What follows belongs to an exercise in optimizing a design on an open flow for small area, a short achievable clock period and few clock cycles per item; a production flow would make more cautious choices. Only simulation tests tie the RTL to the original design; equivalence was not proved. Power and IR drop assume default switching activity.

==> design.v <==
module JAM (
input CLK,
input RST,
output reg [2:0] W,
output reg [2:0] J,
input [6:0] Cost,
output [3:0] MatchCount,
output reg [9:0] MinCost,
output reg Valid );
localparam ST_SCAN = 4'd0, ST_POST = 4'd1, ST_AUG = 4'd2, ST_EQ = 4'd3,
           ST_ELIM = 4'd4, ST_RYS = 4'd5, ST_FIN = 4'd6, ST_DONE = 4'd7,
           ST_PREP = 4'd8;
integer k, m, n;
reg [3:0] st;
reg [7:0] p  [0:7];    
reg [7:0] K  [0:7];    
reg [2:0] way[0:7];    
reg [7:0] wayS;        
reg [2:0] pm [0:7];    
reg [7:0] matched, used;
reg [2:0] r, i0, j0, jc, j1;
reg       j0s, first, eqhead;
reg signed [9:0] U;    
reg [7:0] runmin;
reg [6:0] Dprev;
reg [7:0] Pc, Kc, Pj1;   
reg signed [10:0] Qr, Y1r;   
reg [7:0] Rm, S;   
reg [3:0] acc, prodP;
assign MatchCount = acc;
reg       parP;
reg [2:0] jq;
reg [7:0] jqh;   
reg       hq;
reg [2:0] rq;    
reg [2:0] jn; reg ld, ld_corr, ld_zero;
reg [7:0] pn, kn;
always @* begin
    pn = 8'd0; kn = 8'd0;
    for (k = 0; k < 8; k = k + 1) begin
        pn = pn | ({8{jqh[k]}} & p[k]);
        kn = kn | ({8{jqh[k]}} & K[k]);
    end
end
wire [6:0] c_D = (st == ST_POST) ? runmin[6:0] : Dprev;
wire [7:0] pcor = pn + {1'b0, c_D} - kn;
wire       cpos = {1'b0, c_D} > kn;
wire [7:0] pnew = ld_zero ? 8'd0 : ((ld_corr & cpos) ? pcor : pn);
wire signed [10:0] pn_s = {3'b0, pn};
wire signed [10:0] kn_s = {3'b0, kn};
wire signed [10:0] pnew_s = {3'b0, pnew};
reg ldq, ldq_first;
wire signed [10:0] Pc_s = {3'b0, Pc};
wire signed [10:0] U_s  = {U[9], U};
wire signed [10:0] Kc_s = {3'b0, Kc};
wire signed [10:0] rm_s = {3'b0, runmin};
wire signed [10:0] P1_s = {3'b0, Pj1};
wire signed [10:0] cs = {4'b0, Cost};
wire signed [10:0] t  = cs + Qr;
wire signed [10:0] Y2 = rm_s - Qr;
wire [7:0] tsat = (t[10:8] != 3'b000) ? 8'hFF : t[7:0];
wire lt  = first | (cs < Y1r);
wire rmt = cs < Y2;
wire rmk = Kc < runmin;
wire rm_lt = lt ? rmt : rmk;
wire [7:0] above = ~used & (8'hFE << jq);
reg [2:0] jnext; reg has_next;
always @* begin
    jnext = 3'd0; has_next = |above;
    for (k = 7; k >= 0; k = k - 1)
        if (above[k]) jnext = k;
end
wire [7:0] used_j1 = used | (8'd1 << j1);
reg [2:0] jfirst;
always @* begin
    jfirst = 3'd0;
    for (k = 7; k >= 0; k = k - 1) if (!used_j1[k]) jfirst = k;
end
wire [2:0] pm_j1 = pm[j1];
wire [2:0] way_j1 = way[j1];
wire       wayS_j1 = wayS[j1];
wire [2:0] pm_new = wayS_j1 ? r : pm[way_j1];
wire signed [10:0] U_post = cs + P1_s - rm_s;
wire [8:0] cp = {2'b0, Cost} + {1'b0, Pc};
wire       eq_wrap = (jq + 3'd1 == rq);
wire [2:0] jq_n = eq_wrap ? jq + 3'd2 : jq + 3'd1;
wire [2:0] rq_n = eq_wrap ? rq + 3'd1 : rq;
wire aug = (st == ST_POST && !matched[j1]) || st == ST_AUG;
wire phase_end = aug && wayS_j1;
always @* begin
    if (st == ST_POST) begin W = pm_j1; J = j1; end
    else begin W = i0; J = jc; end
end
reg [7:0] Af [0:7];    
reg [7:0] rowo, colo, rem;
always @* begin
    for (m = 0; m < 8; m = m + 1)
        for (k = 0; k < 8; k = k + 1)
            Af[m][k] = K[m][(k - m) & 7];
    for (m = 0; m < 8; m = m + 1) begin
        rowo[m] = 1'b0; colo[m] = 1'b0;
        for (k = 0; k < 8; k = k + 1)
            if (k != m) begin
                rowo[m] = rowo[m] | (Af[m][k] & Rm[k]);
                colo[m] = colo[m] | (Af[k][m] & Rm[k]);
            end
        rem[m] = Rm[m] & ~(rowo[m] & colo[m]);
    end
end
function [1:0] fa(input a, input b, input c);
    fa = {(a & b) | (c & (a ^ b)), a ^ b ^ c};
endfunction
function [3:0] pop8(input [7:0] x);
    reg [1:0] A, B, C, D, E, F;
    begin
        A = fa(x[0], x[1], x[2]);
        B = fa(x[3], x[4], x[5]);
        C = {x[6] & x[7], x[6] ^ x[7]};
        D = fa(A[0], B[0], C[0]);
        E = fa(A[1], B[1], C[1]);
        F = {E[0] & D[1], E[0] ^ D[1]};
        pop8 = {E[1] & F[1], E[1] ^ F[1], F[0], D[0]};
    end
endfunction
reg [31:0] rs;         
reg [7:0] G;
reg       parG, vP;
reg [7:0] fl;           
reg [7:0] rz, ra, rb0, rb1, re0, re1;
reg [3:0] rn;
reg [3:0] ne0, ne1, nb0;
reg [4:0] esum;
reg [1:0] bb;
reg [3:0] term;
always @* begin
    fl = 8'd0;
    for (k = 7; k >= 0; k = k - 1) if (Rm[k] && !S[k]) fl = 8'd1 << k;
end
wire fl_on = ~|(G & fl);
always @* begin
    for (m = 0; m < 8; m = m + 1) begin
        rn = rs[4*m +: 4];
        rz[m]  = (rn == 4'd0);
        re0[m] = (rn == 4'd2) | (rn == 4'd6) | (rn == 4'd8);
        re1[m] = (rn == 4'd4) | (rn == 4'd8);
        ra[m]  = (rn == 4'd3) | (rn == 4'd6) | (rn == 4'd7);
        rb0[m] = (rn == 4'd3) | (rn == 4'd5) | (rn == 4'd6);
        rb1[m] = (rn == 4'd3) | (rn == 4'd6) | (rn == 4'd7);
    end
    ne0 = pop8(re0 & Rm);
    ne1 = pop8(re1 & Rm);
    nb0 = pop8(rb0 & Rm);
    esum = {1'b0, ne0} + {ne1, 1'b0};
    bb = nb0[1:0] + {^(rb1 & Rm), 1'b0};
    term = {bb, 2'b01};                  
    if (^(ra & Rm)) term = 4'd0 - term;
    term = term << esum[1:0];
    if (|(rz & Rm) || esum > 5'd3) term = 4'd0;
end
wire [3:0] acc_n = !vP ? acc : parP ? acc - prodP : acc + prodP;
wire [7:0] S_n = ((S | ~Rm) + 8'd1) & Rm;
always @* begin
    jn = jq; ld = 1'b0; ld_corr = 1'b0; ld_zero = 1'b0; ldq = 1'b0; ldq_first = first;
    case (st)
    ST_SCAN: begin
        jn = jq; ld = hq; ldq = hq;
        ld_corr = first & hq; ld_zero = first & hq & (r == 3'd0);
    end
    ST_POST, ST_AUG: begin
        if (phase_end) begin ld = 1'b1; ld_corr = 1'b1; ldq = 1'b1; ldq_first = 1'b1; end
    end
    ST_EQ: begin
        jn = jq; ld = 1'b1; ld_corr = (rq == 3'd0);
    end
    ST_PREP: begin
        ld = 1'b1; ldq = 1'b1; ldq_first = 1'b0;
    end
    default: ;
    endcase
end
always @(posedge CLK) begin
    if (ld_corr | ld_zero) p[jn] <= pnew;
    if (ld) begin Pc <= pnew; Kc <= kn; end
    if (ldq) begin
        Qr  <= ldq_first ? pnew_s : pn_s - U_s;
        Y1r <= kn_s - pn_s + U_s;
    end
    if (RST) begin
        p[0] <= 8'd0; Pc <= 8'd0; Qr <= 11'sd0;
        st <= ST_SCAN;
        Valid <= 1'b0;
        matched <= 8'd0;
        used <= 8'd0;
        r <= 3'd0; i0 <= 3'd0; jc <= 3'd0; j0 <= 3'd0; j1 <= 3'd0; jq <= 3'd1; jqh <= 8'd1 << (3'd1); hq <= 1'b1;
        j0s <= 1'b1; first <= 1'b1;
        U <= 10'sd0;
        runmin <= 8'hFF;
        Dprev <= 7'd0;
    end else begin
        case (st)
        ST_SCAN: begin
            if (lt) begin
                K[jc] <= tsat;
                way[jc] <= j0;
                wayS[jc] <= j0s;
            end
            if (rm_lt) begin
                runmin <= lt ? tsat : Kc;
                j1 <= jc;
                Pj1 <= Pc;
            end
            if (hq) begin
                jc <= jq; jq <= jnext; jqh <= 8'd1 << (jnext); hq <= has_next;
            end else begin
                st <= ST_POST; jq <= 3'd0; jqh <= 8'd1 << (3'd0);
            end
        end
        ST_POST, ST_AUG: begin
            if (st == ST_POST && matched[j1]) begin
                U <= U_post[9:0];
                used <= used_j1;
                i0 <= pm_j1;
                j0 <= j1; j0s <= 1'b0;
                first <= 1'b0;
                runmin <= 8'hFF;
                jq <= jfirst; jqh <= 8'd1 << (jfirst); hq <= 1'b1;
                st <= ST_PREP;
            end else begin
                if (st == ST_POST) Dprev <= runmin[6:0];
                pm[j1] <= pm_new;
                matched[j1] <= 1'b1;
                if (wayS_j1) begin
                    if (r == 3'd7) begin
                        st <= ST_EQ; r <= 3'd0; jc <= 3'd0; jq <= 3'd1; jqh <= 8'd1 << (3'd1); rq <= 3'd0;
                        i0 <= (j1 == 3'd0) ? pm_new : pm[0];
                        eqhead <= 1'b1; MinCost <= 10'd0;
                    end else begin
                        r <= r + 3'd1; i0 <= r + 3'd1;
                        j0s <= 1'b1; first <= 1'b1; U <= 10'sd0;
                        used <= 8'd0; runmin <= 8'hFF; jc <= 3'd0; jq <= 3'd1; jqh <= 8'd1 << (3'd1); hq <= 1'b1;
                        st <= ST_SCAN;
                    end
                end else begin
                    j1 <= way_j1;
                    st <= ST_AUG;
                end
            end
        end
        ST_PREP: begin
            jc <= jq; jq <= jnext; jqh <= 8'd1 << (jnext); hq <= has_next;
            st <= ST_SCAN;
        end
        ST_EQ: begin
            if (eqhead) begin
                U <= {1'b0, cp};
                MinCost <= MinCost + {3'b0, Cost};
                K[r] <= {1'b1, K[r][7:1]};
                eqhead <= 1'b0;
                jc <= jq; jq <= jq_n; jqh <= 8'd1 << (jq_n); rq <= rq_n;
            end else begin
                K[r] <= {(cp == U[8:0]), K[r][7:1]};
                if (jc + 3'd1 == r) begin
                    if (r == 3'd7) begin
                        st <= ST_ELIM; Rm <= 8'hFF;
                    end else begin
                        r <= r + 3'd1; i0 <= pm[r + 3'd1];
                        eqhead <= 1'b1;
                        jc <= jq; jq <= jq_n; jqh <= 8'd1 << (jq_n); rq <= rq_n;
                    end
                end else begin
                    jc <= jq; jq <= jq_n; jqh <= 8'd1 << (jq_n); rq <= rq_n;
                end
            end
        end
        ST_ELIM: begin
            if (rem == 8'd0) begin
                st <= ST_RYS; S <= 8'd0; G <= 8'd0; acc <= 4'd0; vP <= 1'b0;
                parG <= ^Rm;
                rs <= 32'd0;
            end else begin
                Rm <= Rm & ~rem;
            end
        end
        ST_RYS: begin
            prodP <= term;
            parP <= parG;
            vP <= 1'b1;
            acc <= acc_n;
            S <= S_n;
            G <= G ^ fl;
            parG <= ~parG;
            for (n = 0; n < 8; n = n + 1)
                if (|(Af[n] & fl)) rs[4*n +: 4] <= fl_on ? rs[4*n +: 4] + 4'd1 : rs[4*n +: 4] - 4'd1;
            if (S == Rm) st <= ST_FIN;
        end
        ST_FIN: begin
            acc <= acc_n;
            Valid <= 1'b1;
            st <= ST_DONE;
        end
        default: ;
        endcase
    end
end
endmodule
==> run.sh <==
#!/bin/bash
# synth_recipe.tcl (not shown) runs the flow's synth.tcl, then flattens the netlist and writes it again
# the make line also repeats each setting of config.mk as NAME=value (left out here)
make -C /OpenROAD-flow-scripts/flow DESIGN_CONFIG=/design/flow/config.mk WORK_HOME=/design/flow/orfs CLKGATE_MAP_FILE= SYNTH_SCRIPT=/design/flow/synth_recipe.tcl finish
==> config.mk <==
export PLATFORM = sky130hd
export DESIGN_NAME = JAM
export DESIGN_NICKNAME = JAM
export VERILOG_FILES = /design/flow/design.v
export SDC_FILE = /design/flow/constraint.sdc
export NUM_CORES = 4
export LEC_CHECK = 0
export CAP_MARGIN = 20
export CORE_MARGIN = 2
export CORE_UTILIZATION = 40
export SLEW_MARGIN = 20
==> constraint.sdc <==
create_clock -name core_clock -period 6.0 [get_ports {CLK}]
set_input_delay 1.2000 -clock core_clock [delete_from_list [all_inputs] [get_ports {CLK}]]
set_output_delay 1.2000 -clock core_clock [all_outputs]
set_load 0.01 [all_outputs]
==> results of run 1 <==
Yosys cell counts (14+ instances only):
| cell type | number | area [um^2] |
|---|---|---|
| a21o_1 | 33 | 248 |
| inv_1 | 174 | 653 |
| nand2_1 | 131 | 492 |
| a22oi_1 | 108 | 811 |
| o21ai_0 | 70 | 350 |
| o21a_1 | 14 | 105 |
| xnor2_1 | 101 | 885 |
| a211oi_1 | 31 | 233 |
| nand3_1 | 44 | 220 |
| and2_1 | 28 | 175 |
| nor2b_1 | 30 | 188 |
| dfxtp_1 | 107 | 2140 |
| xor2_1 | 40 | 350 |
| edfxtp_1 | 284 | 8530 |
| nor2_1 | 233 | 875 |
| a221o_1 | 26 | 260 |
| fa_1 | 43 | 861 |
| a31oi_1 | 35 | 219 |
| mux2i_1 | 34 | 340 |
| a21oi_1 | 122 | 611 |
| nor3_1 | 50 | 250 |
| nor4_1 | 23 | 144 |
| nand2b_1 | 21 | 131 |
| mux4_2 | 30 | 676 |
| clkbuf_1 | 97 | 364 |
| a222oi_1 | 16 | 160 |
| and3_1 | 25 | 156 |
| a221oi_1 | 15 | 131 |
| buf_2 | 14 | 70.1 |
| ha_1 | 176 | 2200 |
| nand4_1 | 21 | 131 |
| buf_1 | 14 | 52.6 |
sequential cells by signal (all words and copies together), names as in the netlist, 10 cells and up, named ones only:
signal	count
MinCost	10
Y1r	11
p	64
K	64
way	24
pm	24
rs	32
Qr	11
U	10
critical path, cell delays in order, from the launching register on:
cell and delay, ns:
dfxtp_1 0.56, nor4b_2 0.45, buf_4 0.26, mux2_2 0.41
fa_1 0.52, ha_1 0.30, a21o_1 0.17, a211oi_1 0.22
nor2_1 0.10, o41ai_1 0.51, xnor2_1 0.19, nand2_1 0.10
o211ai_1 0.24, inv_1 0.22
layout make-up:
type	instances	area, um^2	area share [%]
Clock inverter	27	241	0.871
Tap cell	837	1050	3.78
Timing Repair Buffer	59	510	1.84
Clock buffer	59	1260	4.55
Inverter	178	668	2.41
Multi-Input combinational cell	1721	13300	48.0
Sequential cell	391	10700	38.5
power by group through the flow:
stage          Clock [mW]  Sequential (mW)  Combinational (mW)
2_1_floorplan           0             4.16                6.26
3_3_place_gp            0             4.54                8.30
3_5_place_dp            0             4.55                8.51
4_1_cts              2.85             4.50                8.57
5_1_grt              2.96             4.56                9.50
6_report             2.82             4.52                8.66
per-layer routing:
layer / track usage [%] / share of wire, % / vias to the layer above
li1: - / - / 8996
met1: 34.1 / 44 / 9769
met2: 40.3 / 46 / 759
met3: 3.65 / 6.4 / 168
met4: 8.27 / 3.3 / 2
met5: 0 / 0.015 / -
layout by cell type, fill, tap and decap left out, types with 14 or more instances in the layout:
master / count
edfxtp_1: 284
nor2_1: 233
ha_1: 176
inv_1: 174
nand2_1: 131
a21oi_1: 122
a22oi_1: 108
dfxtp_1: 107
xnor2_1: 101
o21ai_0: 70
nor3_1: 50
clkbuf_16: 48
nand3_1: 44
fa_1: 43
xor2_1: 40
a31oi_1: 35
mux2i_1: 34
a21o_1: 33
a211oi_1: 31
nor2b_1: 30
mux4_2: 30
buf_4: 30
and2_1: 28
clkdlybuf4s50_1: 28
a221o_1: 26
and3_1: 25
nor4_1: 23
nand4_1: 21
nand2b_1: 21
a222oi_1: 16
a221oi_1: 15
o21a_1: 14
cell families (layout without fill, tap and decap cells):
group	after synthesis	after routing	share of synthesized area, %
mux	88	88	5.66
xor+xnor	142	142	5.00
fa+ha+maj	220	220	12.2
simple gates	652	652	12.4
buf+inv	307	323	4.77
flops	391	391	42.4
compound gates	619	619	17.6
path summary, 6_finish.rpt:
path                            startpoint       to  slack [ns]  cells after the start
worst max register to register       st[3]  p[2][7]        1.42                     13
worst min-delay path                  parG     parP        0.45                      0
worst max-delay path                 st[3]  p[2][7]        1.42                     13
worst min register to register        parG     parP        0.45                      0
==> impl_metrics.env, run 1 <==
export IMPL_pwr_share_comb_pct=54.1
export IMPL_max_clock_path_buffers=3
export IMPL_routedWlPerCell_um=24.6
export IMPL_insertion_delay_ns=0.60
export IMPL_syn_area_um2=25200
export IMPL_grt_ovfl_total=0
export IMPL_grt_pass1_wl_um=122000
export IMPL_slew_violations=0
export IMPL_drc=0
export IMPL_avgSynthCellArea_um2=10.4
export IMPL_yosysUniqueCellTypes=95
export IMPL_gp_congestion=0.991
export IMPL_cp_max_fo=18
export IMPL_status="timing/DRC/antenna clean"
export IMPL_ir_drop_mv=0.484
export IMPL_max_freq_mhz=218
export IMPL_setup_tns_ns=0
export IMPL_min_period_ns=4.58
export IMPL_setup_viol=0
export IMPL_hold_violations=0
export IMPL_ys_seq_area_share_pct=42.4
export IMPL_powerDensity_nw_per_um2=577
export IMPL_synth_nets=2647
export IMPL_die_x_um=255
export IMPL_post_cts_resized=0
export IMPL_drtIter0Drc=1775
export IMPL_min_period_over_period_pct=76.3
export IMPL_antenna_found_initial=1
export IMPL_drive_above_1_share_pct=7.15
export IMPL_ys_warn_count=2
export IMPL_drt_pass1_iterations=7
export IMPL_p_clk_share_pct=17.6
export IMPL_numCtsBuffers=47
export IMPL_seqPwrFrac_pct=28.3
export IMPL_die_h_um=255
export IMPL_area_delta_synth_final_pct=10.1
export IMPL_grt_max_degree=45
export IMPL_dp_hpwl_um=59600
export IMPL_die_area_um2=64900
export IMPL_finClkSkew_ns=0.0354
export IMPL_worst_slack_ns=1.42
export IMPL_htree_levels=2
export IMPL_fill_cells=5831
export IMPL_design_area_um2=27700
export IMPL_postSynthCellCount=2419
export IMPL_fin_cells=3272
export IMPL_start_util_pct=40.6
export IMPL_post_cts_setup_buffer_count=0
export IMPL_cts_sinks=391
export IMPL_maxSlewHeadroom_pct=34.7
export IMPL_grt_pass1_vias=19528
export IMPL_port_buffers=29
export IMPL_rsz0062_at_grt="false"
export IMPL_synthFlopType="edfxtp_1"
export IMPL_setup_worst_path_class="reg2reg"
export IMPL_synth_edf_count=284
export IMPL_final_antenna_net_count=0
export IMPL_routed_wl_um=80400
export IMPL_power_mw=16.0
export IMPL_timing_hold_ws_ns=0.454
export IMPL_hp_class="reg2reg"
export IMPL_cts_tree="done"
export IMPL_ys_ff_latch=391
export IMPL_dpl_cell_area_um2=26200
export IMPL_clkTransAtPathRegs_ns=0.07
export IMPL_p_sw_mw=7.15
export IMPL_crit_path_end_kind="flop"
export IMPL_postCtsHoldBufs=0
export IMPL_startpoint_type="flop"
export IMPL_cap_violations=0
export IMPL_vias_per_cell=6.02
export IMPL_async_flop_share_pct=0
export IMPL_route_vias_total=19694
export IMPL_cts_root_buffer="clkbuf_16"
export IMPL_cp_required_ns=6.27
export IMPL_final_nets=2626
export IMPL_rows=91
export IMPL_swShare_pct=44.7
export IMPL_io_pins=30
export IMPL_leakage_nw=10.6
export IMPL_grt_use_total_pct=24.8
export IMPL_dp_slack_ns=0.877
export IMPL_antenna_cells=0
export IMPL_place_inst=3186
export IMPL_tightest_slew_ns=0.977
export IMPL_power_internal_mw=8.84
export IMPL_arrival_ns=4.85
export IMPL_design_core_area_um2=61900
export IMPL_finish_utilization_pct=44.7
Testbench counts, summed over its fixed seeds: cycles 8,077, jobs 32.
==> run 2, diff against run 1 <==
--- a/design.v
+++ b/design.v
@@ -44,3 +44,3 @@
 end
-wire [6:0] c_D = (st == ST_POST) ? runmin[6:0] : Dprev;
+wire [6:0] c_D = Dprev;    
 wire [7:0] pcor = pn + {1'b0, c_D} - kn;
@@ -214,2 +214,3 @@
             end else begin
+                Dprev <= rm_lt ? (lt ? tsat[6:0] : Kc[6:0]) : runmin[6:0];
                 st <= ST_POST; jq <= 3'd0; jqh <= 8'd1 << (3'd0);
@@ -228,3 +229,2 @@
             end else begin
-                if (st == ST_POST) Dprev <= runmin[6:0];
                 pm[j1] <= pm_new;
--- a/config.mk
+++ b/config.mk
@@ -10,2 +10,3 @@
 export CORE_UTILIZATION = 40
+export SETUP_SLACK_MARGIN = 3.3
 export SLEW_MARGIN = 20
==> run 2 against run 1 <==
Effect of this change:
- largest cell class unchanged
- critical endpoint is now Pj1[0]
- via count is 12% higher
- still clean
- largest power group unchanged
- critical path type unchanged
- clock skew is 0.011 ns higher
- cell count is 11% higher
- sequential share of layout area is 7.4 points lower
==> impl_metrics.env, run 2 <==
export IMPL_design_core_area_um2=61900
export IMPL_yosysUniqueCellTypes=99
export IMPL_cp_required_ns=6.35
export IMPL_final_nets=2994
export IMPL_fill_cells=5121
export IMPL_postCtsHoldBufs=0
export IMPL_place_inst=3193
export IMPL_antenna_found_initial=1
export IMPL_synth_top_area_share_pct=33.9
export IMPL_hp_class="reg2reg"
export IMPL_routedWlPerCell_um=24.8
export IMPL_async_flop_share_pct=0
export IMPL_leakage_nw=13.2
export IMPL_grt_use_total_pct=27.2
export IMPL_numCtsBuffers=45
export IMPL_finClkSkew_ns=0.0464
export IMPL_die_h_um=255
export IMPL_tightest_slew_ns=1.14
export IMPL_top_regs="K: 64 flops, p: 64 flops, rs: 32 flops"
export IMPL_final_cell_mix="edfxtp_1 (284), buf_4 (245), nor2_1 (191)"
export IMPL_ir_drop_mv=0.422
export IMPL_route_vias_total=22101
export IMPL_r2r_slack_ns=2.38
export IMPL_clkTransAtPathRegs_ns=0.06
export IMPL_hold_path_depth=2
export IMPL_synth_edf_count=284
export IMPL_min_period_ns=3.62
export IMPL_yosys_top_cells_count="edfxtp_1 (284), nor2_1 (230), inv_1 (173), ha_1 (172), nand2_1 (133)"
export IMPL_max_freq_mhz=277
export IMPL_grt_ovfl_total=0
export IMPL_powerDensity_nw_per_um2=608
export IMPL_insertion_delay_ns=0.61
export IMPL_drive_above_1_share_pct=37.1
export IMPL_vias_per_cell=6.07
export IMPL_setup_tns_ns=0
export IMPL_min_period_over_period_pct=60.3
export IMPL_area_delta_synth_final_pct=37.7
export IMPL_crit_start="runmin[0]"
export IMPL_setup_viol=0
export IMPL_postSynthCellCount=2421
export IMPL_drt_pass1_iterations=7
export IMPL_setup_worst_path_class="reg2reg"
export IMPL_gp_congestion=0.990
export IMPL_rr_worst_depth=19
export IMPL_timing_rr_start="runmin[0]"
export IMPL_ys_seq_area_share_pct=42.4
export IMPL_hold_violations=0
export IMPL_final_common_cell="edfxtp_1"
export IMPL_grt_max_degree=55
export IMPL_die_x_um=255
export IMPL_crit_end="Pj1[0]"
export IMPL_die_area_um2=65000
export IMPL_grt_pass1_wl_um=134000
export IMPL_synth_nets=2645
export IMPL_cts_root_buffer="clkbuf_16"
export IMPL_yosys_area_top_type="edfxtp_1"
export IMPL_power_mw=21.1
export IMPL_port_buffers=29
export IMPL_grt_pass1_vias=21535
export IMPL_start_util_pct=40.7
export IMPL_antenna_cells=0
export IMPL_slew_violations=0
export IMPL_drtIter0Drc=2567
export IMPL_rsz0062_at_grt="true"
export IMPL_dp_hpwl_um=57900
export IMPL_syn_area_um2=25200
export IMPL_cap_violations=0
export IMPL_maxSlewHeadroom_pct=23.8
export IMPL_yosysMostFrequentCell="edfxtp_1"
export IMPL_startpoint_type="flop"
export IMPL_crit_path_end_kind="flop"
export IMPL_avgSynthCellArea_um2=10.4
export IMPL_io_pins=30
export IMPL_synthFlopType="edfxtp_1"
export IMPL_final_antenna_net_count=0
export IMPL_routed_wl_um=90400
export IMPL_cts_sinks=391
export IMPL_synth_area_leaders="edfxtp_1 (34%), ha_1 (8.5%), dfxtp_1 (8.5%)"
export IMPL_drc=0
export IMPL_arrival_ns=3.96
export IMPL_cp_max_fo=5
export IMPL_rows=91
export IMPL_cts_tree="done"
export IMPL_htree_levels=2
export IMPL_status="timing/DRC/antenna clean"
export IMPL_max_clock_path_buffers=3
export IMPL_fin_cells=3644
export IMPL_ys_ff_latch=391
export IMPL_r2r_end="Pj1[0]"
export IMPL_ys_warn_count=2
-- run 2: how the worst min path moves through the flow --
stage / endpoint / from
final: matched[3] / matched[3]
after global routing: p[0][7] / p[0][7]
after CTS: p[0][5] / p[0][5]
after detailed placement: p[0][0] / p[0][0]
after global placement: p[0][1] / p[0][1]
after floorplan: parP / parG
-- run 2: layer usage --
layer  vias to the layer above  wire, um  part of all wire [%]  track usage [%]
met5                         -         0                     0                0
met4                         0      4100                   4.5             11.5
met3                       281      7550                   8.4             5.05
met2                      1142     42000                    46             43.9
met1                     10962     36700                    41             35.7
li1                       9716         -                     -                -
-- run 2: kinds of logic (layout without fill, tap and decap cells) --
| kind of cell | after synthesis | count (layout) | synth area share, % |
|---|---|---|---|
| adder cells (fa/ha/maj) | 215 | 215 | 12.0 |
| AO/OA/AOI/OAI | 594 | 594 | 16.9 |
| flip-flops | 391 | 391 | 42.4 |
| multiplexers | 110 | 110 | 6.17 |
| XOR/XNOR | 139 | 139 | 4.83 |
| AND/OR/NAND/NOR | 675 | 679 | 13.0 |
| buffers and inverters | 297 | 679 | 4.69 |
-- run 2: layout make-up --
class	count	area, um^2	share of cell area [%]
flip-flops and latches	391	10800	31.1
clock buffers	57	1250	3.59
repair buffers	421	4130	11.9
inverters	174	693	2.00
multi-input cells	1737	16400	47.4
clock inverters	27	357	1.03
well taps	837	1050	3.02
-- run 2: worst max-delay path, cell delays in order, from the launching register on --
cell and delay, ns:
dfxtp_4 0.37, inv_2 0.06, ha_4 0.12, inv_2 0.03
fa_2 0.37, a211oi_2 0.22, o21bai_1 0.13, a21oi_2 0.15
xor2_1 0.09, ha_2 0.33, o21a_1 0.14, o21ai_2 0.06
nor4_2 0.27, a41oi_2 0.17, buf_6 0.16, o21ai_4 0.24
buf_12 0.15, nor2_4 0.04, buf_6 0.14, buf_12 0.12
-- run 2: where the power goes --
part	switching, mW	total (mW)	internal, mW
Combinational	7.21	13.6	6.37
Clock	1.23	2.99	1.75
Sequential	0.614	4.53	3.92
Total	9.06	21.1	12.0
-- run 2: what timing repair did --
| item | in CTS | in global routing |
|---|---|---|
| pin swaps | 174 | 149 |
| endpoints found under the hold margin | 0 | 0 |
| endpoints found under the setup margin | 590 | 533 |
| buffers inserted | 282 | 79 |
| cloned | 5 | 1 |
| gates resized for setup | 510 | 208 |
-- run 2: stage by stage --
stage	area [um^2]	setup slack, ns	util, %	hold WS, ns
after floorplan	26500	2.59	-	0.427
after global placement	27200	1.04	44.0	0.447
after detailed placement	27200	0.879	44.0	0.452
after CTS	33100	2.40	53.5	0.474
after global routing	34700	2.28	56.0	0.486
final	34700	2.38	56.0	0.467
Testbench counts of run 2, summed over its fixed seeds: cycles 8,077, jobs 32.
==> run 3, diff against run 2 <==
--- a/config.mk
+++ b/config.mk
@@ -10,3 +10,3 @@
 export CORE_UTILIZATION = 40
-export SETUP_SLACK_MARGIN = 3.3
+export SETUP_SLACK_MARGIN = 2.5
 export SLEW_MARGIN = 20
==> run 3 against run 2 <==
Effect of this change:
- critical path depth is 3 lower
- synthesized cell count stayed put
- flip-flop and latch count stayed put
- sequential power is 1% higher
- non-clock buffer count is 141 lower
- via count is 4.9% lower
- clock power is 7.7% lower
- maximum frequency is 2.5% lower
- still clean
- wire length is 5.3% lower
- combinational power is 14% lower
- cell count is 3.9% lower
==> impl_metrics.env, run 3 <==
export IMPL_ys_ff_latch=391
export IMPL_ys_warn_count=2
export IMPL_cp_max_fo=7
export IMPL_powerDensity_nw_per_um2=613
export IMPL_setup_viol=0
export IMPL_seqPwrFrac_pct=24.1
export IMPL_ys_seq_area_share_pct=42.4
export IMPL_synthFlopType="edfxtp_1"
export IMPL_min_period_ns=3.71
export IMPL_cts_root_buffer="clkbuf_16"
export IMPL_area_delta_synth_final_pct=23.4
export IMPL_gp_congestion=0.963
export IMPL_postCtsHoldBufs=0
export IMPL_die_h_um=255
export IMPL_routed_wl_um=85600
export IMPL_die_x_um=255
export IMPL_finClkSkew_ns=0.0329
export IMPL_hold_end="matched[3]"
export IMPL_dp_slack_ns=1.03
export IMPL_routedWlPerCell_um=24.5
export IMPL_drt_pass1_iterations=10
export IMPL_yosys_area_top_type="edfxtp_1"
export IMPL_insertion_delay_ns=0.61
export IMPL_io_pins=30
export IMPL_antenna_found_initial=1
export IMPL_vias_per_cell=6.00
export IMPL_synth_nets=2645
export IMPL_die_area_um2=65000
export IMPL_swShare_pct=43.9
export IMPL_hold_start="matched[3]"
export IMPL_drtIter0Drc=1970
export IMPL_top_regs="K: 64 flops, p: 64 flops, rs: 32 flops"
export IMPL_path_cells="a22oi_1 > and4_4 > buf_4 > buf_6 > fa_2 > buf_6 > ha_1 > a21o_1 > a21oi_2 > o21ai_2 > a21o_1 > a21oi_2 > xnor2_1 > mux2i_2 > buf_4 > nor2_4"
export IMPL_postSynthCellCount=2421
export IMPL_slew_violations=0
export IMPL_avgSynthCellArea_um2=10.4
export IMPL_yosysUniqueCellTypes=99
export IMPL_slowest_stage="edfxtp_1"
export IMPL_worst_slack_ns=2.29
export IMPL_cap_violations=0
export IMPL_timing_hold_ws_ns=0.465
export IMPL_rr_worst_depth=16
export IMPL_design_core_area_um2=61900
export IMPL_drc=0
export IMPL_cts_sinks=391
export IMPL_synth_area_leaders="edfxtp_1 (34%), ha_1 (8.5%), dfxtp_1 (8.5%)"
export IMPL_crit_path_end_kind="flop"
export IMPL_r2r_slack_ns=2.29
export IMPL_tightest_slew_ns=1.15
export IMPL_rsz0062_at_grt="true"
export IMPL_numCtsBuffers=45
export IMPL_grt_ovfl_total=0
export IMPL_power_mw=19.0
export IMPL_max_clock_path_buffers=3
export IMPL_grt_pass1_vias=20619
export IMPL_maxSlewHeadroom_pct=22.8
export IMPL_p_clk_share_pct=14.5
export IMPL_synth_top_area_share_pct=33.9
export IMPL_yosysMostFrequentCell="edfxtp_1"
export IMPL_startpoint_type="flop"
export IMPL_r2r_end="p[6][7]"
export IMPL_fin_cells=3501
export IMPL_final_nets=2850
export IMPL_syn_area_um2=25200
export IMPL_leakage_nw=12.0
export IMPL_status="timing/DRC/antenna clean"
export IMPL_final_common_cell="edfxtp_1"
export IMPL_grt_use_total_pct=25.8
export IMPL_port_buffers=29
export IMPL_place_inst=3188
export IMPL_yosys_top_cells_count="edfxtp_1 (284), nor2_1 (230), inv_1 (173), ha_1 (172), nand2_1 (133)"
export IMPL_fill_cells=5568
export IMPL_timing_rr_start="K[0][1]"
export IMPL_setup_worst_path_class="reg2reg"
export IMPL_finish_utilization_pct=50.2
export IMPL_p_sw_mw=8.35
export IMPL_multi_input_area_um2=14600
export IMPL_dp_hpwl_um=57400
export IMPL_seqCellArea_um2=10700
export IMPL_cp_required_ns=6.29
export IMPL_async_flop_share_pct=0
export IMPL_rows=91
export IMPL_dpl_cell_area_um2=26300
export IMPL_grt_max_degree=56
export IMPL_final_antenna_net_count=0
export IMPL_clkTransAtPathRegs_ns=0.06
export IMPL_min_period_over_period_pct=61.8
export IMPL_drive_above_1_share_pct=24.5
export IMPL_start_util_pct=40.7
export IMPL_design_area_um2=31100
export IMPL_max_freq_mhz=270
export IMPL_hold_violations=0
export IMPL_cpPeakStageDelay_ns=0.51
export IMPL_ir_drop_mv=0.893
export IMPL_setup_tns_ns=0
export IMPL_cts_tree="done"
export IMPL_power_internal_mw=10.7
export IMPL_hp_class="reg2reg"
export IMPL_grt_pass1_wl_um=126000
export IMPL_hold_path_depth=2
export IMPL_pwr_share_comb_pct=61.4
export IMPL_final_cell_mix="edfxtp_1 (284), nor2_1 (208), buf_4 (202)"
export IMPL_arrival_ns=4.00
export IMPL_htree_levels=2
export IMPL_synth_edf_count=284
export IMPL_route_vias_total=21023
## run 3: logic make-up (layout without fill, tap and decap cells)
kind of cell | after synthesis | count (layout) | synth area share [%]
compound gates | 594 | 594 | 16.9
xor+xnor | 139 | 139 | 4.83
fa+ha+maj | 215 | 215 | 12.0
buf+inv | 297 | 538 | 4.69
flops | 391 | 391 | 42.4
mux | 110 | 110 | 6.17
other cells | 0 | 1 | 0
simple gates | 675 | 676 | 13.0
## run 3: cell type report
cell class / instances / area share, %
Antenna cell: 1 / 0.00805
Clock buffer: 59 / 3.96
Clock inverter: 25 / 0.757
Inverter: 174 / 2.16
Multi-Input combinational cell: 1734 / 47.1
Sequential cell: 391 / 34.6
Tap cell: 837 / 3.37
Timing Repair Buffer: 280 / 8.04
## run 3: how the worst max path moves through the flow
| stage | startpoint | end | slack (ns) | depth (start not counted) |
|---|---|---|---|---|
| 2_1_floorplan | Cost[0] | K[0][7] | 2.50 | 12 |
| 3_3_place_gp | Cost[5] | K[0][7] | 1.23 | 10 |
| 3_5_place_dp | Cost[5] | K[1][7] | 1.03 | 10 |
| 4_1_cts | K[0][0] | Y1r[9] | 2.38 | 18 |
| 5_1_grt | K[0][1] | Y1r[9] | 2.20 | 16 |
| 6_report | K[0][1] | p[6][7] | 2.29 | 16 |
## run 3: worst max-delay path, delay by kind of cell, from the launching register on
family / cells / cell delay [ns]
XOR/XNOR: 1 / 0.10
AO/OA/AOI/OAI: 6 / 0.98
flip-flops: 1 / 0.51
adder cells (fa/ha/maj): 2 / 0.75
AND/OR/NAND/NOR: 2 / 0.33
buffers and inverters: 4 / 0.52
multiplexers: 1 / 0.20
## run 3: power by group through the flow
stage | combinational (mW) | sequential [mW] | clock, mW
2_1_floorplan | 6.25 | 4.15 | 0
3_3_place_gp | 7.97 | 4.64 | 0
3_5_place_dp | 8.17 | 4.64 | 0
4_1_cts | 10.2 | 4.56 | 2.80
5_1_grt | 12.5 | 4.63 | 2.89
6_report | 11.7 | 4.59 | 2.76
## run 3: what timing repair did
action                     CTS  global route
buffers inserted           148            75
pin swaps                   83           102
cloned                       3             2
gates resized for setup    247           147
setup endpoints to repair  389           290
## run 3: metal layers
metal | share of wire (%) | global-route usage (%)
met1 | 41 | 33.3
met4 | 4.6 | 10.8
met3 | 7.4 | 4.71
met2 | 47 | 42.4
met5 | 0 | 0
==> run 4, diff against run 3 <==
--- a/design.v
+++ b/design.v
@@ -27,3 +27,3 @@
 reg signed [10:0] Qr, Y1r;   
-reg [7:0] Rm, S;   
+wire [7:0] Rm = matched;   
 reg [3:0] acc, prodP;
@@ -125,3 +125,10 @@
 reg [31:0] rs;         
-reg [7:0] G;
+reg [7:0] G, S;
+always @* begin
+    for (m = 0; m < 8; m = m + 1) begin
+        rs[4*m +: 4] = p[m][3:0];
+        S[m] = p[m][4];
+        G[m] = p[m][5];
+    end
+end
 reg       parG, vP;
@@ -160,3 +167,17 @@
 wire [3:0] acc_n = !vP ? acc : parP ? acc - prodP : acc + prodP;
-wire [7:0] S_n = ((S | ~Rm) + 8'd1) & Rm;
+reg [7:0] fl_ge;
+always @* begin
+    fl_ge[0] = fl[0];
+    for (k = 1; k < 8; k = k + 1) fl_ge[k] = fl_ge[k-1] | fl[k];
+end
+wire [7:0] S_n = Rm & ((S & fl_ge & ~fl) | fl);
+function [3:0] step4(input [3:0] x, input up);
+    reg c1, c2, c3;
+    begin
+        c1 = up ? x[0] : ~x[0];
+        c2 = c1 & (up ? x[1] : ~x[1]);
+        c3 = c2 & (up ? x[2] : ~x[2]);
+        step4 = {x[3] ^ c3, x[2] ^ c2, x[1] ^ c1, ~x[0]};
+    end
+endfunction
 always @* begin
@@ -263,3 +284,3 @@
                     if (r == 3'd7) begin
-                        st <= ST_ELIM; Rm <= 8'hFF;
+                        st <= ST_ELIM;
                     end else begin
@@ -276,7 +297,7 @@
             if (rem == 8'd0) begin
-                st <= ST_RYS; S <= 8'd0; G <= 8'd0; acc <= 4'd0; vP <= 1'b0;
+                st <= ST_RYS; acc <= 4'd0; vP <= 1'b0;
                 parG <= ^Rm;
-                rs <= 32'd0;
+                for (n = 0; n < 8; n = n + 1) p[n][5:0] <= 6'd0;
             end else begin
-                Rm <= Rm & ~rem;
+                matched <= matched & ~rem;
             end
@@ -288,7 +309,9 @@
             acc <= acc_n;
-            S <= S_n;
-            G <= G ^ fl;
+            for (n = 0; n < 8; n = n + 1) begin
+                p[n][4] <= S_n[n];
+                p[n][5] <= G[n] ^ fl[n];
+            end
             parG <= ~parG;
             for (n = 0; n < 8; n = n + 1)
-                if (|(Af[n] & fl)) rs[4*n +: 4] <= fl_on ? rs[4*n +: 4] + 4'd1 : rs[4*n +: 4] - 4'd1;
+                if (|(Af[n] & fl)) p[n][3:0] <= step4(rs[4*n +: 4], fl_on);
             if (S == Rm) st <= ST_FIN;
--- a/config.mk
+++ b/config.mk
@@ -9,3 +9,3 @@
 export CORE_MARGIN = 2
-export CORE_UTILIZATION = 40
+export CORE_UTILIZATION = 60
 export SETUP_SLACK_MARGIN = 2.5
==> run 4 against run 3 <==
Effect of this change:
- synthesized cell count is 3.1% higher
- worst setup slack worse by 0.13 ns
- cell area is 8.2% lower
- sequential power is 8.3% lower
- clock skew is 0.012 ns lower
- largest power group unchanged
==> impl_metrics.env, run 4 <==
export IMPL_design_area_um2=28500
export IMPL_yosys_top_cells_count="edfxtp_1 (230), nand2_1 (200), inv_1 (190), nor2_1 (190), ha_1 (154)"
export IMPL_grt_pass1_vias=20960
export IMPL_min_period_ns=3.84
export IMPL_cap_violations=0
export IMPL_cts_tree="done"
export IMPL_drtIter0Drc=3181
export IMPL_clkTransAtPathRegs_ns=0.06
export IMPL_slew_violations=0
export IMPL_routed_wl_um=84200
export IMPL_start_util_pct=61.0
export IMPL_dp_slack_ns=1.16
export IMPL_grt_pass1_wl_um=125000
export IMPL_design_core_area_um2=38700
export IMPL_synthFlopType="edfxtp_1"
export IMPL_grt_use_total_pct=40.0
export IMPL_gp_congestion=0.995
export IMPL_max_freq_mhz=261
export IMPL_ys_warn_count=2
export IMPL_startpoint_type="flop"
export IMPL_die_h_um=202
export IMPL_die_area_um2=41000
export IMPL_cts_sinks=335
export IMPL_finClkSkew_ns=0.0209
export IMPL_route_vias_total=22149
export IMPL_final_nets=2843
export IMPL_tightest_slew_ns=1.25
export IMPL_avgSynthCellArea_um2=9.47
export IMPL_yosysUniqueCellTypes=87
export IMPL_arrival_ns=4.25
export IMPL_syn_area_um2=23600
export IMPL_dpl_cell_area_um2=24400
export IMPL_ys_ff_latch=335
export IMPL_io_pins=30
export IMPL_cts_root_buffer="clkbuf_16"
export IMPL_max_clock_path_buffers=3
export IMPL_hp_class="reg2reg"
export IMPL_ys_seq_area_share_pct=38.1
export IMPL_crit_start="p[2][3]"
export IMPL_yosysMostFrequentCell="edfxtp_1"
export IMPL_hold_start="p[0][6]"
export IMPL_port_buffers=29
export IMPL_final_common_cell="edfxtp_1"
export IMPL_grt_max_degree=44
export IMPL_dp_hpwl_um=57900
export IMPL_status="timing/DRC/antenna clean"
export IMPL_async_flop_share_pct=0
export IMPL_worst_slack_ns=2.16
export IMPL_numCtsBuffers=39
export IMPL_synth_area_leaders="edfxtp_1 (29%), dfxtp_1 (8.9%), ha_1 (8.2%)"
export IMPL_area_delta_synth_final_pct=20.8
export IMPL_cp_required_ns=6.41
export IMPL_routedWlPerCell_um=26.3
export IMPL_die_x_um=202
export IMPL_fin_cells=3195
export IMPL_vias_per_cell=6.93
export IMPL_synth_nets=2694
export IMPL_htree_levels=2
export IMPL_setup_worst_path_class="reg2reg"
export IMPL_drc=0
export IMPL_final_cell_mix="edfxtp_1 (230), nand2_1 (197), nor2_1 (177)"
export IMPL_rsz0062_at_grt="true"
export IMPL_final_antenna_net_count=0
export IMPL_place_inst=2942
export IMPL_ir_drop_mv=0.561
export IMPL_synth_edf_count=230
export IMPL_postSynthCellCount=2496
export IMPL_min_period_over_period_pct=64.0
export IMPL_insertion_delay_ns=0.58
export IMPL_setup_viol=0
export IMPL_crit_path_end_kind="flop"
export IMPL_maxSlewHeadroom_pct=16.6
export IMPL_rows=72
export IMPL_antenna_found_initial=2
export IMPL_top_regs="K: 64 flops, p: 64 flops"
export IMPL_cp_max_fo=4
export IMPL_grt_ovfl_total=0
export IMPL_drt_pass1_iterations=9
export IMPL_powerDensity_nw_per_um2=662
export IMPL_setup_tns_ns=0
export IMPL_yosys_area_top_type="edfxtp_1"
export IMPL_synth_top_area_share_pct=29.2
export IMPL_timing_rr_start="p[2][3]"
export IMPL_drive_above_1_share_pct=21.7
export IMPL_leakage_nw=11.0
export IMPL_hold_violations=0
==> run 4: cell count changes in the layout (fill, tap and decap cells not counted), moves of 31 or more <==
cell / before / now
nor2_1: 208 / 177
nand2_1: 125 / 197
o22ai_1: 15 / 47
edfxtp_1: 284 / 230
a21oi_1: 88 / 123
o21ai_0: 56 / 88
==> run 4: cell type report <==
type	instances	area (um^2)
Antenna cell	1	2.50
Clock buffer	50	1060
Clock inverter	22	269
Fill cell	2632	10200
Inverter	191	729
Multi-Input combinational cell	1827	14500
Sequential cell	335	9090
Tap cell	518	648
Timing Repair Buffer	251	2290
==> run 4: kinds of logic (layout without fill, tap and decap cells) <==
kind of cell               count (synthesis)  after routing  share of synthesized area [%]
DFF                                      335            335                           38.1
muxes                                     72             72                           5.21
xor gates and xnor gates                 148            148                           5.55
adders and majority gates                189            189                           11.1
other                                      0              1                              0
and+or+nand+nor                          718            718                           14.6
buffers and inverters                    334            514                           5.53
AOI/OAI and AO/OA                        700            700                           19.9
==> run 4: critical path, stage by stage (launching register included) <==
cell	delay, ns
edfxtp_1	0.42
inv_2	0.12
nor3_2	0.06
a21oi_1	0.23
nor2_2	0.09
fa_2	0.58
inv_2	0.04
fa_2	0.33
inv_2	0.07
ha_4	0.14
ha_4	0.21
fa_2	0.38
xor2_1	0.16
a2111oi_2	0.39
nand2_2	0.17
a211oi_2	0.27
==> run 4: report_power, final <==
group / internal (mW) / switching [mW] / total, mW
clock network: 1.48 / 1.01 / 2.49
logic: 5.31 / 6.89 / 12.2
registers: 3.45 / 0.753 / 4.21
total: 10.2 / 8.66 / 18.9
==> run 4: repair_timing <==
action,4_1_cts,5_1_grt
resized for setup,213,142
setup buffers,140,36
pin swaps,62,81
hold buffers,0,0
setup endpoints to repair,406,352
cloned,3,1
==> run 4: per-layer routing <==
metal  vias to the layer above  track usage, %  wire (um)
li1                       9599               -          -
met1                     10614            52.3      31900
met2                      1560            61.3      36600
met3                       376            11.4      10500
met4                         0            19.4       5120
met5                         -               0          0
==> run 4: final timing paths <==
| kind | endpoint | slack [ns] | cells past startpoint |
|---|---|---|---|
| setup / recovery | prodP[1] | 2.16 | 15 |
| hold / removal | p[0][6] | 0.48 | 2 |
| setup reg to reg | prodP[1] | 2.16 | 15 |
| hold reg to reg | p[0][6] | 0.48 | 2 |
==> run 4: stage by stage <==
step	hold WS (ns)	utilization (%)	total power, mW
after CTS	0.498	71.4	17.2
after floorplan	0.427	-	10.6
after detailed placement	0.487	63.0	13.1
after global placement	0.472	63.0	12.9
after global routing	0.504	73.7	19.8
final	0.484	73.7	18.9
Testbench counts of run 4, summed over its fixed seeds: cycles 8,077, jobs 32.
==> run 5, diff against run 4 <==
--- a/config.mk
+++ b/config.mk
@@ -9,3 +9,3 @@
 export CORE_MARGIN = 2
-export CORE_UTILIZATION = 60
+export CORE_UTILIZATION = 40
 export SETUP_SLACK_MARGIN = 2.5
==> run 5 against run 4 <==
Effect of this change:
- still clean on timing, DRC and antenna
- critical path depth rose by 3
- power rose by 0.10%
- cell area rose by 2.6%
- worst setup slack improved by 0.081 ns
- wire length rose by 7.3%
- area after synthesis did not move
- global-route usage fell by 11 points
- flip-flop and latch count did not move
- largest power group unchanged
- highest routed layer is now met5
==> impl_metrics.env, run 5 <==
export IMPL_cpPeakStageDelay_ns=0.46
export IMPL_final_nets=2868
export IMPL_power_mw=18.9
export IMPL_slew_violations=0
export IMPL_hp_class="reg2reg"
export IMPL_synthFlopType="edfxtp_1"
export IMPL_ir_drop_mv=0.551
export IMPL_final_antenna_net_count=0
export IMPL_avgSynthCellArea_um2=9.47
export IMPL_maxSlewHeadroom_pct=24.1
export IMPL_die_h_um=247
export IMPL_routedWlPerCell_um=26.0
export IMPL_max_freq_mhz=266
export IMPL_dpl_cell_area_um2=24700
export IMPL_rows=89
export IMPL_slowest_stage="edfxtp_1"
export IMPL_cts_tree="done"
export IMPL_startpoint_type="flop"
export IMPL_cts_sinks=335
export IMPL_fill_cells=5232
export IMPL_yosys_top_cells_count="edfxtp_1 (230), nand2_1 (200), inv_1 (190), nor2_1 (190), ha_1 (154)"
export IMPL_drc=0
export IMPL_place_inst=3187
export IMPL_cap_violations=0
export IMPL_htree_levels=2
export IMPL_fin_cells=3472
export IMPL_design_core_area_um2=58700
export IMPL_grt_pass1_vias=20840
export IMPL_grt_ovfl_total=0
export IMPL_crit_family="compound AO/OA/AOI/OAI gates"
export IMPL_powerDensity_nw_per_um2=646
export IMPL_io_pins=30
export IMPL_critical_path_most_common_cell="buf_6"
export IMPL_yosys_area_top_type="edfxtp_1"
export IMPL_die_area_um2=61000
export IMPL_start_util_pct=40.3
export IMPL_final_cell_mix="edfxtp_1 (230), nand2_1 (194), buf_4 (191)"
export IMPL_yosysMostFrequentCell="edfxtp_1"
export IMPL_finish_utilization_pct=49.9
export IMPL_synth_top_area_share_pct=29.2
export IMPL_grt_max_degree=55
export IMPL_syn_area_um2=23600
export IMPL_status="timing/DRC/antenna clean"
export IMPL_finClkSkew_ns=0.0368
export IMPL_min_period_ns=3.76
export IMPL_insertion_delay_ns=0.58
export IMPL_antenna_found_initial=2
export IMPL_path_buf_inv=6
export IMPL_top_regs="K: 64 flops, p: 64 flops"
export IMPL_async_flop_share_pct=0
export IMPL_max_clock_path_buffers=3
export IMPL_ys_ff_latch=335
export IMPL_numCtsBuffers=39
export IMPL_tightest_slew_ns=1.13
export IMPL_cp_required_ns=6.31
export IMPL_yosysUniqueCellTypes=87
export IMPL_setup_worst_path_class="reg2reg"
export IMPL_setup_viol=0
export IMPL_vias_per_cell=6.36
export IMPL_cp_max_fo=5
export IMPL_synth_area_leaders="edfxtp_1 (29%), dfxtp_1 (8.9%), ha_1 (8.2%)"
export IMPL_drtIter0Drc=3272
export IMPL_hold_violations=0
export IMPL_drt_pass1_iterations=6
export IMPL_grt_use_total_pct=28.8
export IMPL_ys_warn_count=2
export IMPL_crit_path_end_kind="flop"
export IMPL_dp_hpwl_um=61700
export IMPL_synth_nets=2694
export IMPL_grt_pass1_wl_um=132000
export IMPL_postSynthCellCount=2496
export IMPL_port_buffers=29
export IMPL_antenna_cells=0
export IMPL_path_cells="buf_4 > a22oi_2 > nand4_1 > buf_6 > inv_8 > fa_1 > inv_2 > ha_4 > a21o_1 > a211oi_2 > nor2_2 > or3_4 > nand3_4 > nor3_4 > a31oi_4 > buf_6 > buf_12 > o21ai_1"
export IMPL_drive_above_1_share_pct=23.9
export IMPL_ys_seq_area_share_pct=38.1
export IMPL_routed_wl_um=90300
export IMPL_route_vias_total=22098
export IMPL_final_common_cell="edfxtp_1"
export IMPL_min_period_over_period_pct=62.6
export IMPL_die_x_um=247
export IMPL_area_delta_synth_final_pct=23.9
export IMPL_rsz0062_at_grt="true"
export IMPL_gp_congestion=0.961
export IMPL_postCtsHoldBufs=0
export IMPL_setup_tns_ns=0
export IMPL_leakage_nw=11.1
export IMPL_synth_edf_count=230
export IMPL_arrival_ns=4.07
export IMPL_design_area_um2=29300
export IMPL_clkTransAtPathRegs_ns=0.07
export IMPL_cts_root_buffer="clkbuf_16"
-- run 5: layout make-up --
type	count	area [um^2]	area share, %
timing repair buffer	275	2530	8.65
multi-input combinational	1828	14600	50.0
inverter	191	748	2.56
tap	773	967	3.30
clock inverter	15	195	0.667
sequential	335	9090	31.0
clock buffer	55	1110	3.79
-- run 5: power by group --
part           internal (mW)  total [mW]  switching, mW
Combinational           5.35        12.3           6.93
Clock                   1.47        2.50           1.03
Sequential              3.42        4.14          0.716
-- run 5: tightest hold or removal path: stages, from the launching register on --
cell and delay (ns):
dfxtp_1 0.33, nand3_1 0.07, o21ai_1 0.05
-- run 5: worst paths after layout --
check	startpoint	to	slack (ns)	depth (start not counted)
setup / recovery	p[1][1]	p[5][5]	2.24	18
hold / removal	p[0][7]	p[0][7]	0.50	2
setup reg to reg	p[1][1]	p[5][5]	2.24	18
hold reg to reg	p[0][7]	p[0][7]	0.50	2
-- run 5: routing by layer --
layer | vias to the layer above | wire length [um] | track usage [%] | share of wire (%)
li1 | 9644 | - | - | -
met1 | 10754 | 36100 | 39.0 | 40
met2 | 1411 | 39300 | 43.6 | 44
met3 | 287 | 9710 | 5.60 | 11
met4 | 2 | 5130 | 14.9 | 5.7
met5 | - | 12 | 0 | 0.013
-- run 5: through the flow --
| stage | worst slack [ns] | hold slack (ns) |
|---|---|---|
| floorplan | 2.50 | 0.427 |
| detailed placement | 1.04 | 0.488 |
| global placement | 1.12 | 0.477 |
| CTS | 2.29 | 0.477 |
| global route | 2.03 | 0.491 |
| finish | 2.24 | 0.495 |
-- run 5: kinds of logic (layout without fill, tap and decap cells) --
group,count (synthesis),in the layout,synth area share [%]
muxes,72,72,5.21
buffers and inverters,334,536,5.53
and+or+nand+nor,718,718,14.6
adders and majority gates,189,189,11.1
AOI/OAI and AO/OA,700,701,19.9
xor gates and xnor gates,148,148,5.55
DFF,335,335,38.1
-- run 5: what timing repair did --
| item | in CTS | in global routing |
|---|---|---|
| resized for setup | 263 | 156 |
| endpoints found under the setup margin | 382 | 284 |
| pin swaps | 79 | 103 |
| cloned | 6 | 1 |
| buffers inserted | 153 | 53 |
==> run 6, diff against run 5 <==
--- a/config.mk
+++ b/config.mk
@@ -7,2 +7,3 @@
 export LEC_CHECK = 0
+export ABC_CLOCK_PERIOD_IN_PS = 3000
 export CAP_MARGIN = 20
==> run 6 against run 5 <==
Effect of this change:
- synthesized cell count stayed put
- area after synthesis is the same
- maximum frequency unchanged
- via count unchanged
- wire length is the same
- first-iteration DRC count is the same
- power stayed put
- worst setup slack did not move
- largest power group unchanged
- highest routed layer unchanged
==> impl_metrics.env, run 6 <==
export IMPL_vias_per_cell=6.36
export IMPL_yosysUniqueCellTypes=87
export IMPL_area_delta_synth_final_pct=23.9
export IMPL_drive_above_1_share_pct=23.9
export IMPL_max_clock_path_buffers=3
export IMPL_maxSlewHeadroom_pct=24.1
export IMPL_ys_ff_latch=335
export IMPL_die_h_um=247
export IMPL_ys_warn_count=2
export IMPL_final_antenna_net_count=0
export IMPL_cpPeakStageDelay_ns=0.46
export IMPL_setup_worst_path_class="reg2reg"
export IMPL_setup_viol=0
export IMPL_timing_rr_start="p[1][1]"
export IMPL_antenna_cells=0
export IMPL_fill_cells=5232
export IMPL_drtIter0Drc=3272
export IMPL_routed_wl_um=90300
export IMPL_synth_area_leaders="edfxtp_1 (29%), dfxtp_1 (8.9%), ha_1 (8.2%)"
export IMPL_avgSynthCellArea_um2=9.47
export IMPL_insertion_delay_ns=0.58
export IMPL_critical_path_most_common_cell="buf_6"
export IMPL_slew_violations=0
export IMPL_grt_use_total_pct=28.8
export IMPL_async_flop_share_pct=0
export IMPL_final_nets=2868
export IMPL_startpoint_type="flop"
export IMPL_hold_start="p[0][7]"
export IMPL_setup_tns_ns=0
export IMPL_drc=0
export IMPL_leakage_nw=11.1
export IMPL_dp_slack_ns=1.04
export IMPL_path_buf_inv=6
export IMPL_synthFlopType="edfxtp_1"
export IMPL_tightest_slew_ns=1.13
export IMPL_synth_nets=2694
export IMPL_routedWlPerCell_um=26.0
export IMPL_worst_slack_ns=2.24
export IMPL_crit_start="p[1][1]"
export IMPL_hold_end="p[0][7]"
export IMPL_cts_root_buffer="clkbuf_16"
export IMPL_finClkSkew_ns=0.0368
export IMPL_timing_hold_ws_ns=0.495
export IMPL_cap_violations=0
export IMPL_yosys_top_cells_count="edfxtp_1 (230), nand2_1 (200), inv_1 (190), nor2_1 (190), ha_1 (154)"
export IMPL_top_regs="K: 64 flops, p: 64 flops"
export IMPL_r2r_end="p[5][5]"
export IMPL_multi_input_area_um2=14600
export IMPL_gp_congestion=0.961
export IMPL_crit_family="compound AO/OA/AOI/OAI gates"
export IMPL_start_util_pct=40.3
export IMPL_syn_area_um2=23600
export IMPL_die_x_um=247
export IMPL_synth_edf_count=230
export IMPL_numCtsBuffers=39
export IMPL_dp_hpwl_um=61700
export IMPL_path_cells="buf_4 > a22oi_2 > nand4_1 > buf_6 > inv_8 > fa_1 > inv_2 > ha_4 > a21o_1 > a211oi_2 > nor2_2 > or3_4 > nand3_4 > nor3_4 > a31oi_4 > buf_6 > buf_12 > o21ai_1"
export IMPL_design_core_area_um2=58700
export IMPL_yosysMostFrequentCell="edfxtp_1"
export IMPL_max_freq_mhz=266
export IMPL_hp_class="reg2reg"
export IMPL_synth_top_area_share_pct=29.2
export IMPL_grt_pass1_vias=20840
export IMPL_postCtsHoldBufs=0
export IMPL_port_buffers=29
export IMPL_ys_seq_area_share_pct=38.1
export IMPL_min_period_ns=3.76
export IMPL_final_common_cell="edfxtp_1"
export IMPL_postSynthCellCount=2496
export IMPL_cts_sinks=335
export IMPL_rows=89
export IMPL_cts_tree="done"
export IMPL_status="timing/DRC/antenna clean"
export IMPL_rr_worst_depth=18
export IMPL_clkTransAtPathRegs_ns=0.07
export IMPL_powerDensity_nw_per_um2=646
export IMPL_slowest_stage="edfxtp_1"
export IMPL_cp_max_fo=5
export IMPL_design_area_um2=29300
export IMPL_io_pins=30
export IMPL_hold_path_depth=2
export IMPL_rsz0062_at_grt="true"
export IMPL_yosys_area_top_type="edfxtp_1"
export IMPL_grt_max_degree=55
export IMPL_die_area_um2=61000
export IMPL_ir_drop_mv=0.551
export IMPL_min_period_over_period_pct=62.6
export IMPL_arrival_ns=4.07
export IMPL_htree_levels=2
export IMPL_crit_path_end_kind="flop"
export IMPL_final_cell_mix="edfxtp_1 (230), nand2_1 (194), buf_4 (191)"
export IMPL_r2r_slack_ns=2.24
export IMPL_antenna_found_initial=2
export IMPL_cp_required_ns=6.31
export IMPL_grt_pass1_wl_um=132000
export IMPL_dpl_cell_area_um2=24700
export IMPL_seqCellArea_um2=9090
export IMPL_hold_violations=0
export IMPL_route_vias_total=22098
export IMPL_grt_ovfl_total=0
export IMPL_drt_pass1_iterations=6
## run 6: power by group
part	leakage [nW]	switching, mW	internal, mW
combinational	7.49	6.93	5.35
sequential	3.03	0.716	3.42
clock	0.630	1.03	1.47
total	11.1	8.68	10.2
## run 6: tightest hold or removal path: stages (launching register included)
cell and delay (ns):
dfxtp_1 0.33, nand3_1 0.07, o21ai_1 0.05
## run 6: through the flow
| step | total power [mW] | cells | utilization, % |
|---|---|---|---|
| 2_1_floorplan | 10.6 | 2496 | - |
| 3_3_place_gp | 12.7 | 3187 | 42.0 |
| 3_5_place_dp | 12.9 | 3187 | 42.0 |
| 4_1_cts | 17.4 | 3416 | 48.1 |
| 5_1_grt | 19.9 | 3472 | 49.9 |
| 6_report | 18.9 | 3472 | 49.9 |
## run 6: cell families after synthesis
kind of cell    synth area share (%)
fa+ha+maj                       11.1
xor+xnor                        5.55
flops                           38.1
simple gates                    14.6
buf+inv                         5.53
mux                             5.21
compound gates                  19.9
## run 6: worst max path at each step
stage | end | slack, ns | depth (start not counted)
2_1_floorplan | K[0][7] | 2.50 | 10
3_3_place_gp | K[0][7] | 1.12 | 10
3_5_place_dp | K[5][7] | 1.04 | 10
4_1_cts | prodP[1] | 2.29 | 15
5_1_grt | prodP[1] | 2.03 | 15
6_report | p[5][5] | 2.24 | 18
## run 6: routing by layer
metal  up-vias  GRT usage (%)  share of wire [%]
met5         -              0              0.013
met4         2           14.9                5.7
met3       287           5.60                 11
met2      1411           43.6                 44
met1     10754           39.0                 40
li1       9644              -                  -
## run 6: timing repair
| item | 4_1_cts | 5_1_grt |
|---|---|---|
| gates cloned | 6 | 1 |
| resized for setup | 263 | 156 |
| setup buffers | 153 | 53 |
| endpoints found under the setup margin | 382 | 284 |
| pin swaps | 79 | 103 |
## run 6: layout make-up
cell class	count	area share, %
Sequential cell	335	31.0
Tap cell	773	3.30
Inverter	191	2.56
Multi-Input combinational cell	1828	50.0
Timing Repair Buffer	275	8.65
Clock buffer	55	3.79
Clock inverter	15	0.667
==> run 7, diff against run 6 <==
--- a/config.mk
+++ b/config.mk
@@ -7,3 +7,2 @@
 export LEC_CHECK = 0
-export ABC_CLOCK_PERIOD_IN_PS = 3000
 export CAP_MARGIN = 20
@@ -11,3 +10,3 @@
 export CORE_UTILIZATION = 40
-export SETUP_SLACK_MARGIN = 2.5
+export SETUP_SLACK_MARGIN = 2.0
 export SLEW_MARGIN = 20
==> run 7 against run 6 <==
Effect of this change:
- sequential power rose by 1%
- synthesized cell count unchanged
- cell count decreased by 3.3%
- non-clock buffer count is 119 lower
- power fell by 9.2%
- utilization down 3.4 points
- via count shrank 3.8%
- first-iteration DRC count down 8.1%
- sequential share of layout area increased by 2.1 points
- maximum frequency shrank 5.4%
- worst setup slack got worse by 0.21 ns
- clock-buffer cell count fell by 2
- highest routed layer unchanged
==> impl_metrics.env, run 7 <==
export IMPL_setup_worst_path_class="reg2reg"
export IMPL_cts_sinks=335
export IMPL_crit_path_end_kind="flop"
export IMPL_max_freq_mhz=252
export IMPL_arrival_ns=4.36
export IMPL_powerDensity_nw_per_um2=630
export IMPL_postCtsHoldBufs=0
export IMPL_yosysMostFrequentCell="edfxtp_1"
export IMPL_routed_wl_um=85300
export IMPL_numCtsBuffers=41
export IMPL_synthFlopType="edfxtp_1"
export IMPL_startpoint_type="flop"
export IMPL_area_delta_synth_final_pct=15.4
export IMPL_top_regs="K: 64 flops, p: 64 flops"
export IMPL_final_cell_mix="edfxtp_1 (230), nand2_1 (199), nor2_1 (183)"
export IMPL_port_buffers=29
export IMPL_grt_ovfl_total=0
export IMPL_yosysUniqueCellTypes=87
export IMPL_grt_pass1_vias=20410
export IMPL_r2r_slack_ns=2.03
export IMPL_slowest_stage="fa_1"
export IMPL_synth_nets=2694
export IMPL_avgSynthCellArea_um2=9.47
export IMPL_design_core_area_um2=58700
export IMPL_leakage_nw=10.3
export IMPL_postSynthCellCount=2496
export IMPL_cpPeakStageDelay_ns=0.50
export IMPL_tightest_slew_ns=1.13
export IMPL_cts_root_buffer="clkbuf_16"
export IMPL_ys_warn_count=2
export IMPL_drive_above_1_share_pct=14.6
export IMPL_htree_levels=2
export IMPL_cts_tree="done"
export IMPL_status="timing/DRC/antenna clean"
export IMPL_routedWlPerCell_um=25.4
export IMPL_grt_pass1_wl_um=127000
export IMPL_setup_tns_ns=0
export IMPL_min_period_over_period_pct=66.2
export IMPL_slew_violations=0
export IMPL_worst_slack_ns=2.03
export IMPL_die_area_um2=61000
export IMPL_grt_use_total_pct=27.4
export IMPL_die_x_um=247
export IMPL_drc=0
export IMPL_grt_max_degree=43
export IMPL_final_nets=2750
export IMPL_setup_viol=0
export IMPL_dp_hpwl_um=61300
export IMPL_maxSlewHeadroom_pct=22.2
export IMPL_max_clock_path_buffers=3
export IMPL_ys_ff_latch=335
export IMPL_syn_area_um2=23600
export IMPL_final_antenna_net_count=0
export IMPL_yosys_top_cells_count="edfxtp_1 (230), nand2_1 (200), inv_1 (190), nor2_1 (190), ha_1 (154)"
export IMPL_hold_violations=0
export IMPL_antenna_found_initial=2
export IMPL_async_flop_share_pct=0
export IMPL_rows=89
export IMPL_start_util_pct=40.3
export IMPL_cp_required_ns=6.39
export IMPL_ir_drop_mv=0.387
export IMPL_finish_utilization_pct=46.5
export IMPL_cap_violations=0
export IMPL_antenna_cells=0
export IMPL_synth_area_leaders="edfxtp_1 (29%), dfxtp_1 (8.9%), ha_1 (8.2%)"
export IMPL_place_inst=3201
export IMPL_drtIter0Drc=3006
export IMPL_rsz0062_at_grt="true"
export IMPL_vias_per_cell=6.33
export IMPL_io_pins=30
export IMPL_synth_edf_count=230
export IMPL_drt_pass1_iterations=8
export IMPL_min_period_ns=3.97
export IMPL_clkTransAtPathRegs_ns=0.07
export IMPL_die_h_um=247
export IMPL_route_vias_total=21257
export IMPL_yosys_area_top_type="edfxtp_1"
export IMPL_gp_congestion=0.992
export IMPL_hp_class="reg2reg"
export IMPL_fin_cells=3358
export IMPL_insertion_delay_ns=0.59
export IMPL_dp_slack_ns=1.10
export IMPL_path_cells="buf_4 > buf_4 > xnor2_2 > nor3_2 > fa_1 > fa_1 > ha_4 > ha_1 > ha_4 > a21oi_2 > xnor2_1 > a2111oi_2 > nand2_2 > a211oi_4"
export IMPL_ys_seq_area_share_pct=38.1
export IMPL_finClkSkew_ns=0.0256
export IMPL_synth_top_area_share_pct=29.2
export IMPL_cp_max_fo=4
export IMPL_final_common_cell="edfxtp_1"
## run 7: cell counts after synthesis
Identical to the previous run, type by type.
## run 7: cell families after synthesis
group | share of synthesized area, %
flip-flops | 38.1
XOR/XNOR | 5.55
AO/OA/AOI/OAI | 19.9
adder cells (fa/ha/maj) | 11.1
AND/OR/NAND/NOR | 14.6
multiplexers | 5.21
buffers and inverters | 5.53
## run 7: final timing paths
kind,to,startpoint,cells past startpoint
setup reg to reg,prodP[1],p[2][3],14
setup / recovery,prodP[1],p[2][3],14
hold / removal,p[0][7],p[0][7],2
hold reg to reg,p[0][7],p[0][7],2
## run 7: through the flow
step                total power, mW  cell area (um^2)  hold WS, ns
CTS                            16.5             26700        0.500
global placement               13.1             24600        0.486
detailed placement             13.3             24600        0.490
finish                         17.2             27300        0.505
floorplan                      10.5             23600        0.427
global route                   18.1             27300        0.536
## run 7: worst max-delay path: cells and delay by family, from the launching register on
family	cells	cell delay, ns
adder cells (fa/ha/maj)	5	1.70
XOR/XNOR	2	0.31
flip-flops	1	0.42
buffers and inverters	2	0.29
AO/OA/AOI/OAI	3	0.76
AND/OR/NAND/NOR	2	0.29
## run 7: area by class of cell
class	count	area (um^2)
Clock buffer	53	1180
Inverter	191	718
Multi-Input combinational cell	1827	13700
Fill cell	5454	31400
Timing Repair Buffer	156	1320
Sequential cell	335	9040
Clock inverter	23	319
Tap cell	773	967
## run 7: per-layer routing
metal | part of all wire (%) | global-route usage, % | vias to the layer above
met4 | 4.5 | 11.3 | 4
met2 | 44 | 42.1 | 1240
met5 | 0.032 | 0 | -
met3 | 10 | 5.18 | 262
met1 | 41 | 37.9 | 10351
li1 | - | - | 9400
## run 7: timing repair
item                                    CTS  global route
endpoints found under the setup margin  179           206
gates resized for setup                  48            80
setup buffers                            52            29
pin swaps                                 9            25
## run 7: power by group
part	switching, mW	internal, mW	total (mW)
Combinational	6.17	4.03	10.2
Sequential	0.760	3.44	4.20
Clock	1.08	1.71	2.78
Total	8.01	9.17	17.2

[separate check: timing with driven ports]
In the flow no input, the clock included, has a driving cell. The finished layouts below were timed again as built, in two steps. Step 1 sets driving cells, clkbuf_16 on the clock port and buf_2 on the other inputs (assumed; they add their load-dependent delay and slew). Step 2 also shifts input and output timing later by t, the mid clock arrival at the registers, as if the neighbouring blocks saw the same clock. a / b / c = ideal ports / drivers / drivers and shift; a / b = the first two.
run | t (ns) | slack for setup (ns) | latest minus earliest clock arrival (ns) | worst slew at a driven data input, ns
run 1 | 0.648 | 1.421 / 1.421 / 0.889 | 0.036 / 0.036 | 0.03
run 2 | 0.648 | 2.385 / 2.385 / 2.223 | 0.047 / 0.046 | 0.06
run 3 | 0.653 | 2.292 / 2.292 / 1.935 | 0.033 / 0.033 | 0.03
run 4 | 0.627 | 2.162 / 2.162 / 1.833 | 0.024 / 0.024 | 0.03
run 5 | 0.625 | 2.243 / 2.243 / 1.976 | 0.039 / 0.039 | 0.13
run 6 | 0.625 | 2.243 / 2.243 / 1.976 | 0.039 / 0.039 | 0.13
run 7 | 0.633 | 2.028 / 2.028 / 1.556 | 0.026 / 0.026 | 0.13
After both steps every run listed still meets setup and hold. For run 1, which loses most, drivers alone change the setup slack by 0.000 ns; drivers and shift together by -0.532 ns.
